Source: an optimization exercise on an open RTL-to-GDS flow (aim: small area, a short achievable clock period and few clock cycles). Production flows keep margins and buffers that such runs may drop.
RTL that was checked went through simulation tests only; none was proved equivalent to the original.
Power figures rest on the tool's default switching activity, not on a simulated workload.

## lane 1
## cpu_main
module cpu_main (
    input wire  logic       clk_en_i,
    input wire  logic       reset_i,
    output      logic       out_strobe_o,
    output      byte_t      out_value_o,
    output      logic       halt_o,
    input wire  logic       prog_we_i,           
    input wire  addr_t      prog_addr_i,         
    input wire  byte_t      prog_data_i,         
    input wire  logic       clk
);
For scale: about 160 flip-flops, roughly 26 I/O pins, about 0.0095 mm^2 of cells after synthesis.
clock: 7.0 ns
lec_check: 0
abc_area: 1
cap_margin: 20
core_margin: 2
core_utilization: 40
cts_buf_list: sky130_fd_sc_hd__clkbuf_4 sky130_fd_sc_hd__clkbuf_8
setup_slack_margin: 2.6
slew_margin: 20
run.sh (not shown) runs the stock make flow with config.mk's settings and CLKGATE_MAP_FILE= SYNTH_SCRIPT=/design/flow/synth_recipe.tcl, a recipe that flattens the netlist after the stock synthesis.
Lane 1 ended with every stage complete and zero timing, DRC or antenna violations.
For lane 2, these inputs were changed with respect to lane 1:
- swapping 2.6 for 2.8 in SETUP_SLACK_MARGIN
--- outcome ---
Going from lane 1 to lane 2, portion of the layout cell area used by non-clock buffers has increased; global-route track usage on met2 stayed essentially flat; combined buffer and inverter count along the critical path moved up.
Function was not checked in any run of this note: the RTL went through the layout flow alone.

========
== run 1 ==
Another version of the RTL of cpu_main (not shown whole).
For scale: ~170 flip-flops, ~26 I/O pins.
Settings: LEC_CHECK=0, ABC_AREA=1, CAP_MARGIN=20, CORE_MARGIN=2, CORE_UTILIZATION=40, CTS_BUF_LIST=sky130_fd_sc_hd__clkbuf_4 sky130_fd_sc_hd__clkbuf_8, SETUP_SLACK_MARGIN=3.0, SLEW_MARGIN=20; clock period 7.0 ns.
Run 1 | status: complete | timing, DRC, antenna: pass
--- input diff run 1..run 2 ---
# run 1
export LEC_CHECK = 0
export ABC_AREA = 1
export CAP_MARGIN = 20
export CORE_MARGIN = 2
export CORE_UTILIZATION = 40
export CTS_BUF_LIST = sky130_fd_sc_hd__clkbuf_4 sky130_fd_sc_hd__clkbuf_8
export SETUP_SLACK_MARGIN = 3.0
export SLEW_MARGIN = 20
create_clock -name core_clock -period 7.0 [get_ports {clk}]
# run 2
export LEC_CHECK = 0
export ABC_AREA = 1
export CAP_MARGIN = 20
export CORE_MARGIN = 2
export CORE_UTILIZATION = 40
export CTS_BUF_LIST = sky130_fd_sc_hd__clkbuf_4 sky130_fd_sc_hd__clkbuf_8
export SETUP_SLACK_MARGIN = 3.1
export SLEW_MARGIN = 20
create_clock -name core_clock -period 7.0 [get_ports {clk}]
Results
Run 1 → run 2: final area +2.0%, number of max-slew violations in the final report held, non-clock buffer count increased by 38% relative to the old numbers, number of multi-input combinational cells held, highest cell delay on the worst timing path -420 ps.
[compare] base=run 1 new=run 2: worst setup slack climbed 110 ps; worst supply voltage drop on vdd down 0.38%; synthesis-to-finish area growth saw an increase; total power rose by about 2.2%; utilization climbed 0.95 points.
Function was not checked in any run of this note: the RTL went through the layout flow alone.

========
cpu_main, a different RTL version from the one above (not shown whole).
For scale: about 1200 cells after synthesis, about 170 flip-flops.
==> flow/design.v (excerpt) <==
module cpu_main (
    input wire  logic       clk_en_i,
    input wire  logic       reset_i,
    output      logic       out_strobe_o,
    output      byte_t      out_value_o,
    output      logic       halt_o,
    input wire  logic       prog_we_i,           
    input wire  addr_t      prog_addr_i,         
    input wire  byte_t      prog_data_i,         
    input wire  logic       clk
);
Settings: LEC_CHECK=0, ABC_AREA=1, CAP_MARGIN=20, CORE_MARGIN=2, CORE_UTILIZATION=40, CTS_BUF_LIST=sky130_fd_sc_hd__clkbuf_4 sky130_fd_sc_hd__clkbuf_8, SETUP_SLACK_MARGIN=3.0, SLEW_MARGIN=20; clock period 7.0 ns.
The first run finished clean.
Testbench counts at the start, summed over its fixed seeds: cycles 10,980.
Then changed:
- CTS_CLUSTER_DIAMETER: not set -> 80
- CTS_CLUSTER_SIZE: not set -> 30
- SETUP_SLACK_MARGIN: 3.0 -> 2.9
=> Routed wire length decreases by a few percent. Worst hold slack hardly moves. Combinational power drops by a few percent. Design area drops by a few percent. Worst setup slack gets worse by 0.041 ns.
Then changed:
- CORE_UTILIZATION: 40 -> 50
- CTS_CLUSTER_DIAMETER: 80 -> not set
- CTS_CLUSTER_SIZE: 30 -> not set
Effect: Worst setup slack is worse by 0.21 ns. Routed wire length increases by 0.59%. Global-route usage increases by 6.2 points. Final cell count decreases by 3.2%. Total power increases by 1.3%. Worst hold slack is worse by 0.010 ns. Flip-flop and latch count stays the same.
Then changed:
- CORE_UTILIZATION: 50 -> 40
Result: Worst setup slack improved by 0.21 ns; sequential cell count stays the same; sequential share of layout area came out higher by 0.23 points; cell count went up by 3.3%; routed wire length is lower by 0.58%; first-iteration DRC count grows by 11%; non-clock buffer count is lower by 6; hold slack gains 0.010 ns.

-- what the ideal ports hide --
No port has a modelled driver above. Below, the same layouts with a new extraction and two added sets of constraints.
Step 1 assumes that a clkbuf_16 drives the clock port and a buf_2 every other input.
Step 2 also shifts input and output timing later by t, the mid clock arrival at the registers, as if the neighbouring blocks saw the same clock.
Slacks: no drivers / after step 1 / after step 2; pairs: no drivers / after step 1.
| run | t (ns) | setup slack, ns | worst slew at a driven data input, ns |
|---|---|---|---|
| lane 1 | 0.510 | 2.796 / 2.813 / 2.303 | 0.05 |
| lane 2 | 0.507 | 2.988 / 3.005 / 2.498 | 0.05 |
| run 1 | 0.518 | 3.012 / 3.033 / 2.516 | 0.04 |
| run 2 | 0.519 | 3.126 / 3.148 / 2.629 | 0.04 |
| the first run of note 3 | 0.528 | 3.121 / 3.134 / 2.607 | 0.04 |
| the second run of note 3 | 0.524 | 3.081 / 3.096 / 2.572 | 0.04 |
| the third run of note 3 | 0.520 | 2.875 / 2.897 / 2.377 | 0.05 |
| the fourth run of note 3 | 0.524 | 3.081 / 3.096 / 2.572 | 0.04 |
After both steps every run listed still meets setup and hold. The setup slack of the first run of note 3, which loses most, moves by +0.013 ns with the drivers and by -0.514 ns with both steps.
